From an optimization exercise on the open Yosys and OpenROAD flow, aimed at small area; shortcuts taken in it are not production practice.
The RTL was checked by simulation tests, not by an equivalence proof against the original design.
Power is estimated from default activity; no workload was simulated.

## lane 1
==> flow/design.v (excerpt) <==
module axi_lite_slave #(
    parameter ADDR_WIDTH = 4,
    parameter DATA_WIDTH = 32,
    parameter CLK_FREQ_HZ = 100_000_000,
    parameter NUM_LEDS = 4
) (
    input  wire                     S_AXI_ACLK,
    input  wire                     S_AXI_ARESETN,
    input  wire [ADDR_WIDTH-1:0]    S_AXI_AWADDR,
    input  wire [2:0]               S_AXI_AWPROT,
    input  wire                     S_AXI_AWVALID,
    output wire                     S_AXI_AWREADY,
    input  wire [DATA_WIDTH-1:0]    S_AXI_WDATA,
    input  wire [DATA_WIDTH/8-1:0]  S_AXI_WSTRB,
    input  wire                     S_AXI_WVALID,
    output wire                     S_AXI_WREADY,
    output wire [1:0]               S_AXI_BRESP,
    output wire                     S_AXI_BVALID,
    input  wire                     S_AXI_BREADY,
    input  wire [ADDR_WIDTH-1:0]    S_AXI_ARADDR,
    input  wire [2:0]               S_AXI_ARPROT,
    input  wire                     S_AXI_ARVALID,
    output wire                     S_AXI_ARREADY,
    output wire [DATA_WIDTH-1:0]    S_AXI_RDATA,
    output wire [1:0]               S_AXI_RRESP,
    output wire                     S_AXI_RVALID,
    input  wire                     S_AXI_RREADY,
    output wire [NUM_LEDS-1:0]      LED,
    output wire [6:0]               SEG_CATHODE,
    output wire [3:0]               SEG_ANODE,
    output wire                     IRQ_OUT,
    input  wire                     EXT_IRQ_IN
);
For scale: ~880 cells after synthesis, roughly 220 flip-flops, about 9000 sq um of cells after synthesis.
==> flow/config.mk <==
export PLATFORM = sky130hd
export DESIGN_NAME = axi_lite_slave
export DESIGN_NICKNAME = axi_lite_slave
export VERILOG_FILES = /design/flow/design.v
export SDC_FILE = /design/flow/constraint.sdc
export NUM_CORES = 4
export LEC_CHECK = 0
export CAP_MARGIN = 20
export CORE_MARGIN = 2
export CORE_UTILIZATION = 40
export SLEW_MARGIN = 20
==> flow/constraint.sdc <==
create_clock -name core_clock -period 10.0 [get_ports {S_AXI_ACLK}]
set_input_delay 2.0000 -clock core_clock [delete_from_list [all_inputs] [get_ports {S_AXI_ACLK}]]
set_output_delay 2.0000 -clock core_clock [all_outputs]
set_load 0.01 [all_outputs]
run.sh (not shown) runs the stock make flow with config.mk's settings and CLKGATE_MAP_FILE= SYNTH_SCRIPT=/design/flow/synth_recipe.tcl, a recipe that flattens the netlist after the stock synthesis.
Lane 1 was carried through to the last stage, and its layout satisfied the timing, design-rule and antenna checks.
#### Input delta (lane 2 over lane 1)
- putting CTS_BUF_LIST at sky130_fd_sc_hd__clkbuf_4 where nothing was set
- putting ABC_AREA at 1 where nothing was set
- swapping 40 for 60 in CORE_UTILIZATION
==> comparison <==
Per-instance average area after synthesis (lower): lane 2
Utilization for lane 2: 25 points up relative to lane 1
As of lane 2, number of clock buffers in the layout had risen by more than 100% compared to lane 1.
Lane 2 drops more vias than lane 1.
In the tables for lane 1 and lane 2, sum of buffers and inverters on the critical path reads lower with lane 1.
The clock-pin slew on the worst setup and hold paths of lane 1 and that of lane 2 are within noise of each other.
[compare] base=lane 1 new=lane 2: insertion delay of the later-clocked pin in the worst-skew pair +160 ps; met3 wirelength from detailed routing +57%.
Lane 1 -> lane 2: total standard cell area after synthesis decreased by a few percent


Another version of the RTL of axi_lite_slave (not shown whole).
Size: ~120 I/O pins, ~7300 um2 of cells after synthesis.
Design axi_lite_slave, start of the top module:
module axi_lite_slave #(
    parameter ADDR_WIDTH = 4,
    parameter DATA_WIDTH = 32,
    parameter CLK_FREQ_HZ = 100_000_000,
    parameter NUM_LEDS = 4
) (
    input  wire                     S_AXI_ACLK,
    input  wire                     S_AXI_ARESETN,
    input  wire [ADDR_WIDTH-1:0]    S_AXI_AWADDR,
    input  wire [2:0]               S_AXI_AWPROT,
    input  wire                     S_AXI_AWVALID,
    output wire                     S_AXI_AWREADY,
    input  wire [DATA_WIDTH-1:0]    S_AXI_WDATA,
    input  wire [DATA_WIDTH/8-1:0]  S_AXI_WSTRB,
    input  wire                     S_AXI_WVALID,
    output wire                     S_AXI_WREADY,
    output wire [1:0]               S_AXI_BRESP,
    output wire                     S_AXI_BVALID,
    input  wire                     S_AXI_BREADY,
    input  wire [ADDR_WIDTH-1:0]    S_AXI_ARADDR,
    input  wire [2:0]               S_AXI_ARPROT,
    input  wire                     S_AXI_ARVALID,
    output wire                     S_AXI_ARREADY,
    output wire [DATA_WIDTH-1:0]    S_AXI_RDATA,
    output wire [1:0]               S_AXI_RRESP,
    output wire                     S_AXI_RVALID,
    input  wire                     S_AXI_RREADY,
    output wire [NUM_LEDS-1:0]      LED,
    output wire [6:0]               SEG_CATHODE,
    output wire [3:0]               SEG_ANODE,
    output wire                     IRQ_OUT,
    input  wire                     EXT_IRQ_IN
);
clock: 10.0 ns
lec_check: 0
abc_area: 1
cap_margin: 20
core_margin: 2
core_utilization: 75
slew_margin: 20
standard.sh (not shown) runs the stock make flow with config.mk's settings and CLKGATE_MAP_FILE= SYNTH_SCRIPT=/design/flow/synth_recipe.tcl, a recipe that flattens the netlist after the stock synthesis.
==> flow/flow/run.sh <==
#!/bin/bash
# Layout flow: the standard ORFS flow (standard.sh) with changes that
# only affect combinational mapping and buffering; the registers, their
# names and their cell types are those of the standard synthesis.
#  * Synthesis: ABC maps with an area-oriented script (abc_area.script in
#    this folder) instead of ORFS's, and Yosys's half/full-adder extraction
#    is skipped (ADDER_MAP_FILE empty), so ABC maps that logic too.  ORFS's
#    scripts are copied to ./scripts with only abc_area.script replaced.
#  * Every input and output port gets its own sky130_fd_sc_hd__buf_1.
#  * Clock tree synthesis: clkbuf_8 buffers, up to 16 sinks per leaf
#    cluster, no dummy loads.
# The make output goes to orfs_flow.log here; ORFS keeps each step's log
# under orfs/logs/.
set -euo pipefail
W=$(pwd)
HERE=$(cd "$(dirname "$0")" && pwd)
rm -rf "$W/scripts"
cp -r "$FLOW_HOME/scripts" "$W/scripts"
cp "$HERE/abc_area.script" "$W/scripts/abc_area.script"
bash standard.sh \
  "SCRIPTS_DIR=$W/scripts" \
  "ADDER_MAP_FILE=" \
  "BUFFER_PORTS_ARGS=-buffer_cell sky130_fd_sc_hd__buf_1" \
  "CTS_ARGS=-sink_clustering_enable -repair_clock_nets -dont_use_dummy_load -buf_list sky130_fd_sc_hd__clkbuf_8 -sink_clustering_size 18 -sink_clustering_max_diameter 50" \
  finish > "$W/orfs_flow.log" 2>&1
==> flow/flow/abc_area.script <==
strash
&get -n
&dch -f
&nf -R 1000 -p
&put
topo
The baseline completed with no timing, DRC or antenna violations.
Next try:
--- a/flow/flow/run.sh
+++ b/flow/flow/run.sh
@@ -24 +24 @@
-  "CTS_ARGS=-sink_clustering_enable -repair_clock_nets -dont_use_dummy_load -buf_list sky130_fd_sc_hd__clkbuf_8 -sink_clustering_size 18 -sink_clustering_max_diameter 50" \
+  "CTS_ARGS=-sink_clustering_enable -repair_clock_nets -dont_use_dummy_load -buf_list sky130_fd_sc_hd__clkbuf_8 -sink_clustering_size 20 -sink_clustering_max_diameter 40" \
- CORE_UTILIZATION: 75 -> 85
What happened: Now the flow aborted during 4_1_cts (DPL-0033). Synthesized cell count stays the same. Synthesized area does not change.
Next try:
--- a/flow/flow/run.sh
+++ b/flow/flow/run.sh
@@ -24 +24 @@
-  "CTS_ARGS=-sink_clustering_enable -repair_clock_nets -dont_use_dummy_load -buf_list sky130_fd_sc_hd__clkbuf_8 -sink_clustering_size 20 -sink_clustering_max_diameter 40" \
+  "CTS_ARGS=-sink_clustering_enable -repair_clock_nets -dont_use_dummy_load -buf_list sky130_fd_sc_hd__clkbuf_8 -sink_clustering_size 16 -sink_clustering_max_diameter 50" \
==> flow/flow/abc_area.script (replaced) <==
strash
dch -f
amap -m -F 4 -A 6
topo
- CORE_UTILIZATION: 85 -> 70
The changed run produced a clean layout; area after synthesis is higher by about 2.5%; synthesized cell count came out higher by about 18%.
Next try:
--- a/flow/flow/run.sh
+++ b/flow/flow/run.sh
@@ -24 +24 @@
-  "CTS_ARGS=-sink_clustering_enable -repair_clock_nets -dont_use_dummy_load -buf_list sky130_fd_sc_hd__clkbuf_8 -sink_clustering_size 16 -sink_clustering_max_diameter 50" \
+  "CTS_ARGS=-sink_clustering_enable -repair_clock_nets -dont_use_dummy_load -buf_list sky130_fd_sc_hd__clkbuf_8 -sink_clustering_size 24 -sink_clustering_max_diameter 40" \
==> flow/flow/abc_area.script (replaced) <==
strash
&get -n
&dch -f
&nf -R 1000 -p
&put
topo
- CORE_UTILIZATION: 70 -> 80
Result: The new run ran to the end with no violations. First-iteration DRC count is higher by 48%. Total power is higher by 0.78%. Design area is lower by 2.8%. Non-clock buffer count is lower by 1. Register-to-register slack got worse by 0.17 ns. Critical path depth is higher by 3. Flip-flop and latch count stays the same. Fmax is lower by 5.2%. Worst hold slack improved by 0.027 ns.

-- separate check: timing with driven ports --
The flow's constraints put no driver on any port. The routed layouts listed below were extracted and timed again, unchanged, in two steps. Step 1 sets driving cells, clkbuf_16 on the clock port and buf_2 on the other inputs (assumed; they add their load-dependent delay and slew). Step 2, shift: input delay + t, output delay - t, t = (earliest + latest rising clock arrival at the registers) / 2. This alone moves slack from input paths to output paths. Three values: no drivers, after step 1, after step 2; two values: the first two.
run | t (ns) | setup slack, ns | worst setup path after step 2 | worst data-port slew with drivers (ns)
lane 1 | 0.552 | 4.360 / 4.313 / 4.864 | register to output | 0.05
lane 2 | 0.688 | 4.018 / 3.980 / 4.668 | register to output | 0.05
the first run of note 2 | 0.518 | 2.988 / 2.967 / 2.967 | input to output | 0.05
the third run of note 2 | 0.520 | 3.093 / 3.067 / 3.067 | input to output | 0.04
the fourth run of note 2 | 0.526 | 2.714 / 2.692 / 2.692 | input to output | 0.05
After both steps setup and hold are still met in every run listed. The setup slack of the third run of note 2, which loses most, moves by -0.026 ns with the drivers and by -0.026 ns with both steps.
